Source: an optimization exercise on an open RTL-to-GDS flow (aim: small area, a short achievable clock period and few clock cycles). Production flows keep margins and buffers that such runs may drop.
In this exercise RTL edits were held to simulation tests only and were not proved equivalent to the original.
No activity file was given, so power comes from the tool's default toggle rates.

== violet ==
==> flow/design.v <==
`timescale 1ns / 1ps
module queens(
	input clk,
	input reset,
	input [4:0] n,
	output reg [31:0] result,
	input [4:0] row_query,
	output [4:0] row_result
    );
	reg [4:0] column;
	reg [4:0] cur;
	reg [4:0] rn;
	reg [4:0] Q [0:30];
	reg [4:0] FS [0:30];
	reg [30:0] Rused;
	reg [60:0] A;
	reg [60:0] B;
	reg finished;
	reg found;
	integer i;
	genvar g;
	wire [154:0] q_flat, fs_flat;
	generate for (g = 0; g < 31; g = g + 1) begin : fl
		assign q_flat[5*g +: 5] = Q[g];
		assign fs_flat[5*g +: 5] = FS[g];
	end endgenerate
	wire [31:0] col_oh, cur_oh, prev_oh;
	queens_dec dec_col(.s(column), .oh(col_oh));
	queens_dec dec_cur(.s(cur), .oh(cur_oh));
	wire [3:0] rq_lo;
	wire [7:0] rq_hi;
	generate for (g = 0; g < 4; g = g + 1) begin : plo
		assign rq_lo[g] = (row_query[1:0] == g);
	end endgenerate
	generate for (g = 0; g < 8; g = g + 1) begin : phi
		assign rq_hi[g] = (row_query[4:2] == g);
	end endgenerate
	wire [4:0] cm1 = column - 5'd1;
	wire [4:0] prev;
	queens_sel5 sel_prev(.oh(col_oh[31:1]), .d(q_flat), .y(prev));
	queens_dec dec_prev(.s(prev), .oh(prev_oh));
	wire sol = (column == n);
	wire exh = (cur == n);
	wire back = sol | exh;
	wire [30:0] occ = Rused | {1'b0, A[60:31]} | {B[29:0], 1'b0};
	wire [30:0] S = cur_oh[30:0];
	wire [30:0] C = prev_oh[31:1];    
	wire blocked;
	queens_sel1 sel_occ(.oh(S), .d(occ), .y(blocked));
	wire fwd = ~back & ~blocked;
	always @(posedge clk, posedge reset)
	begin
		if (reset) begin
			result <= 0;
			Rused <= 0;
			A <= 0;
			B <= 0;
			column <= 0;
			cur <= 0;
			rn <= 0;
			finished <= 0;
			found <= 0;
		end else if (~finished) begin
			if (sol) begin
				result <= result + 1;
				rn <= (rn == n) ? 5'd0 : rn + 5'd1;
				found <= 1'b1;
			end
			if (fwd) begin
				column <= column + 5'd1;
				cur <= 5'd0;
			end else if (back) begin
				column <= cm1;
				cur <= prev;
			end else
				cur <= cur + 5'd1;
			finished <= back & (column == 0);
			if (fwd) begin
				Rused <= Rused | S;
				A <= {1'b0, A[60:1]} | {S, 30'd0};
				B <= {B[59:0], 1'b0} | {30'd0, S};
			end else if (back) begin
				Rused <= Rused & ~C;
				A <= {A[59:0], 1'b0} & ~{C[29:0], 31'd0};
				B <= {1'b0, B[60:1]} & ~{31'd0, C[30:1]};
			end
		end
	end
	always @(posedge clk)
	begin
		if (~finished) begin
			for (i = 0; i < 31; i = i + 1) begin
				if (fwd && col_oh[i]) Q[i] <= cur + 5'd1;
				if (sol && ~found) FS[i] <= Q[i];
			end
		end
	end
	wire g_q = ~finished & (row_query < column);
	wire g_f = finished & found & (row_query < n);
	wire g_c = ~finished & ~sol & (row_query == column);
	wire g_r = ~finished & (row_query == n);
	wire [3:0] lo_q = rq_lo & {4{g_q}};
	wire [3:0] lo_f = rq_lo & {4{g_f}};
	wire [9:0] q_pn, f_pn;
	queens_rd31 rd_q(.lo(lo_q), .hi(rq_hi), .d(q_flat), .pn(q_pn));
	queens_rd31 rd_fs(.lo(lo_f), .hi(rq_hi), .d(fs_flat), .pn(f_pn));
	wire [4:0] cr = ({5{g_c}} & cur) | ({5{g_r}} & rn);
	generate for (g = 0; g < 5; g = g + 1) begin : ob
		queens_rdout o(.pn({q_pn[2*g +: 2], f_pn[2*g +: 2]}), .cr(cr[g]), .y(row_result[g]));
	end endgenerate
endmodule
module queens_dec(
	input [4:0] s,
	output [31:0] oh
    );
	genvar g;
	generate for (g = 0; g < 32; g = g + 1) begin : d
		assign oh[g] = (s == g);
	end endgenerate
endmodule
module queens_rd31(
	input [3:0] lo,
	input [7:0] hi,
	input [154:0] d,
	output [9:0] pn
    );
	genvar b, k, j;
	wire [159:0] dx = {5'd0, d};
	generate for (b = 0; b < 5; b = b + 1) begin : bt
		wire [3:0] grp;
		for (k = 0; k < 4; k = k + 1) begin : q
			wire [7:0] dk;
			for (j = 0; j < 8; j = j + 1) begin : e
				assign dk[j] = dx[5*(4*j+k) + b];
			end
			queens_sel8 u(.oh(hi), .d(dk), .y(grp[k]));
		end
		queens_a22oi u0(.a0(lo[0]), .b0(grp[0]), .a1(lo[1]), .b1(grp[1]), .y(pn[2*b]));
		queens_a22oi u1(.a0(lo[2]), .b0(grp[2]), .a1(lo[3]), .b1(grp[3]), .y(pn[2*b+1]));
	end endgenerate
endmodule
module queens_rdout(input [3:0] pn, input cr, output y);
	assign y = ~(&pn) | cr;
endmodule
module queens_sel4(input [3:0] oh, input [3:0] d, output y);
	wire p0 = ~((oh[0] & d[0]) | (oh[1] & d[1]));
	wire p1 = ~((oh[2] & d[2]) | (oh[3] & d[3]));
	assign y = ~(p0 & p1);
endmodule
module queens_sel8(input [7:0] oh, input [7:0] d, output y);
	wire [3:0] p;
	assign p[0] = ~((oh[0] & d[0]) | (oh[1] & d[1]));
	assign p[1] = ~((oh[2] & d[2]) | (oh[3] & d[3]));
	assign p[2] = ~((oh[4] & d[4]) | (oh[5] & d[5]));
	assign p[3] = ~((oh[6] & d[6]) | (oh[7] & d[7]));
	assign y = ~(p[0] & p[1] & p[2] & p[3]);
endmodule
module queens_a22oi(input a0, input b0, input a1, input b1, output y);
	assign y = ~((a0 & b0) | (a1 & b1));
endmodule
module queens_nand4(input a, input b, input c, input d, output y);
	assign y = ~(a & b & c & d);
endmodule
module queens_nand2(input a, input b, output y);
	assign y = ~(a & b);
endmodule
module queens_nor2(input a, input b, output y);
	assign y = ~(a | b);
endmodule
module queens_sel5(
	input [30:0] oh,
	input [154:0] d,
	output reg [4:0] y
    );
	integer i;
	always @* begin
		y = 5'd0;
		for (i = 0; i < 31; i = i + 1) y = y | ({5{oh[i]}} & d[5*i +: 5]);
	end
endmodule
module queens_sel1(
	input [30:0] oh,
	input [30:0] d,
	output y
    );
	assign y = |(oh & d);
endmodule
`timescale 1ns / 1ps
module queenController(
    input [4:0] n,
    input [1:0] outSel,
    input reset,
    output [7:0] outNum,
    input sysClk,
    output [31:0] result,
    input [4:0] row_query,
    output [4:0] row_result
    );
	queens queenSolver(.clk(sysClk), .reset(reset), .n(n), .result(result), .row_query(row_query), .row_result(row_result));
	assign outNum = outSel[1] ? (outSel[0] ? result[31:24] : result[23:16]) : (outSel[0] ? result[15:8] : result[7:0]);
endmodule
Settings: LEC_CHECK=0, CAP_MARGIN=20, CORE_MARGIN=2, CORE_UTILIZATION=40, CTS_CLUSTER_DIAMETER=70, CTS_CLUSTER_SIZE=30, SLEW_MARGIN=20, SYNTH_HIERARCHICAL=1; clock period 12.0 ns.
standard.sh (not shown) runs the stock make flow with config.mk's settings and CLKGATE_MAP_FILE= SYNTH_SCRIPT=/design/flow/synth_recipe.tcl, a recipe that flattens the netlist after the stock synthesis.
==> flow/flow/run.sh <==
#!/bin/bash
# Layout flow: the standard layout (standard.sh, all ORFS steps from the
# standard synthesis to the final DEF) with two settings changed:
#  - every port still gets its buffer, but placement inserts buf_1 there
#    (repair upsizes it where timing needs it).
# The clock, the constraints and every step are the standard flow's.
set -euo pipefail
cd "$(dirname "${BASH_SOURCE[0]}")/.."
bash standard.sh SETUP_SLACK_MARGIN=6 "BUFFER_PORTS_ARGS=-buffer_cell sky130_fd_sc_hd__buf_1" finish > standard_flow.log 2>&1
violet finished every stage and its layout cleared the timing, DRC and antenna checks.
Testbench counts of violet, summed over its fixed seeds: cycles 3,905,824.
[inputs] juniper vs violet
# violet
export LEC_CHECK = 0
export CAP_MARGIN = 20
export CORE_MARGIN = 2
export CORE_UTILIZATION = 40
export CTS_CLUSTER_DIAMETER = 70
export CTS_CLUSTER_SIZE = 30
export SLEW_MARGIN = 20
export SYNTH_HIERARCHICAL = 1
create_clock -name core_clock -period 12.0 [get_ports {sysClk}]
# juniper
export LEC_CHECK = 0
export CAP_MARGIN = 20
export CORE_MARGIN = 2
export CORE_UTILIZATION = 65
export CTS_CLUSTER_DIAMETER = 70
export CTS_CLUSTER_SIZE = 30
export SLEW_MARGIN = 20
export SYNTH_HIERARCHICAL = 1
create_clock -name core_clock -period 12.0 [get_ports {sysClk}]
Notes after the runs:
- Going from violet to juniper, the final setup slack of the worst path was found to have gone down by 0.044 ns.
- Looking only at synthesis-to-finish area growth, and setting everything else aside, the higher value of violet and juniper goes to violet.
- Row count for juniper: 19 down relative to violet
## Diff of input files: yarrow against juniper
==> flow/flow/run.sh <==
#!/bin/bash
set -euo pipefail
cd "$(dirname "${BASH_SOURCE[0]}")/.."
bash standard.sh SETUP_SLACK_MARGIN=6 finish > standard_flow.log 2>&1
==> results.txt <==
The via count on juniper is in line with that on yarrow. Internal reg-to-reg setup slack, juniper and yarrow, higher one = yarrow. Between juniper and yarrow, the final critical-path share of the clock period is lower for juniper. Switching power on yarrow is ahead of juniper. The count of plain and timing-repair buffers in the layout of yarrow is higher than that of juniper. yarrow vs juniper: internal power component up slightly.
### yarrow -> garnet
# yarrow
export LEC_CHECK = 0
export CAP_MARGIN = 20
export CORE_MARGIN = 2
export CORE_UTILIZATION = 65
export CTS_CLUSTER_DIAMETER = 70
export CTS_CLUSTER_SIZE = 30
export SLEW_MARGIN = 20
export SYNTH_HIERARCHICAL = 1
create_clock -name core_clock -period 12.0 [get_ports {sysClk}]
# garnet
export LEC_CHECK = 0
export CAP_MARGIN = 20
export CORE_MARGIN = 2
export CORE_UTILIZATION = 40
export CTS_CLUSTER_DIAMETER = 70
export CTS_CLUSTER_SIZE = 30
export SLEW_MARGIN = 20
export SYNTH_HIERARCHICAL = 1
create_clock -name core_clock -period 12.0 [get_ports {sysClk}]
Results
- Compared with yarrow, instance count after placement with tap cells included in garnet increased by more than 10%.
- The higher worst setup slack of yarrow and garnet is in garnet.
- Part of the power in combinational logic essentially unchanged between garnet and yarrow.

-- static timing again, ports no longer ideal --
In the flow no input, the clock included, has a driving cell. The finished layouts below were timed again as built, in two steps.
Step 1, drivers: a clkbuf_16 drives sysClk and a buf_2 each remaining input, both assumed.
Step 2, shift: input delay + t, output delay - t, t = (earliest + latest rising clock arrival at the registers) / 2. This alone moves slack from input paths to output paths.
Slacks: ideal / step 1 / step 2; pairs: ideal / step 1.
run	shift t [ns]	slack for setup (ns)	worst setup path at the end	clock arrival spread, ns	worst slew at a driven data input, ns
violet	0.679	5.342 / 5.212 / 5.212	input to output	0.035 / 0.035	0.17
juniper	0.653	5.299 / 5.230 / 5.230	input to output	0.031 / 0.031	0.08
yarrow	0.645	5.186 / 5.104 / 5.104	input to output	0.030 / 0.029	0.11
garnet	0.683	5.317 / 5.176 / 5.176	input to output	0.021 / 0.021	0.17
After both steps setup and hold are still met in every run listed. For garnet, which loses most, drivers alone change the setup slack by -0.141 ns; drivers and shift together by -0.141 ns.
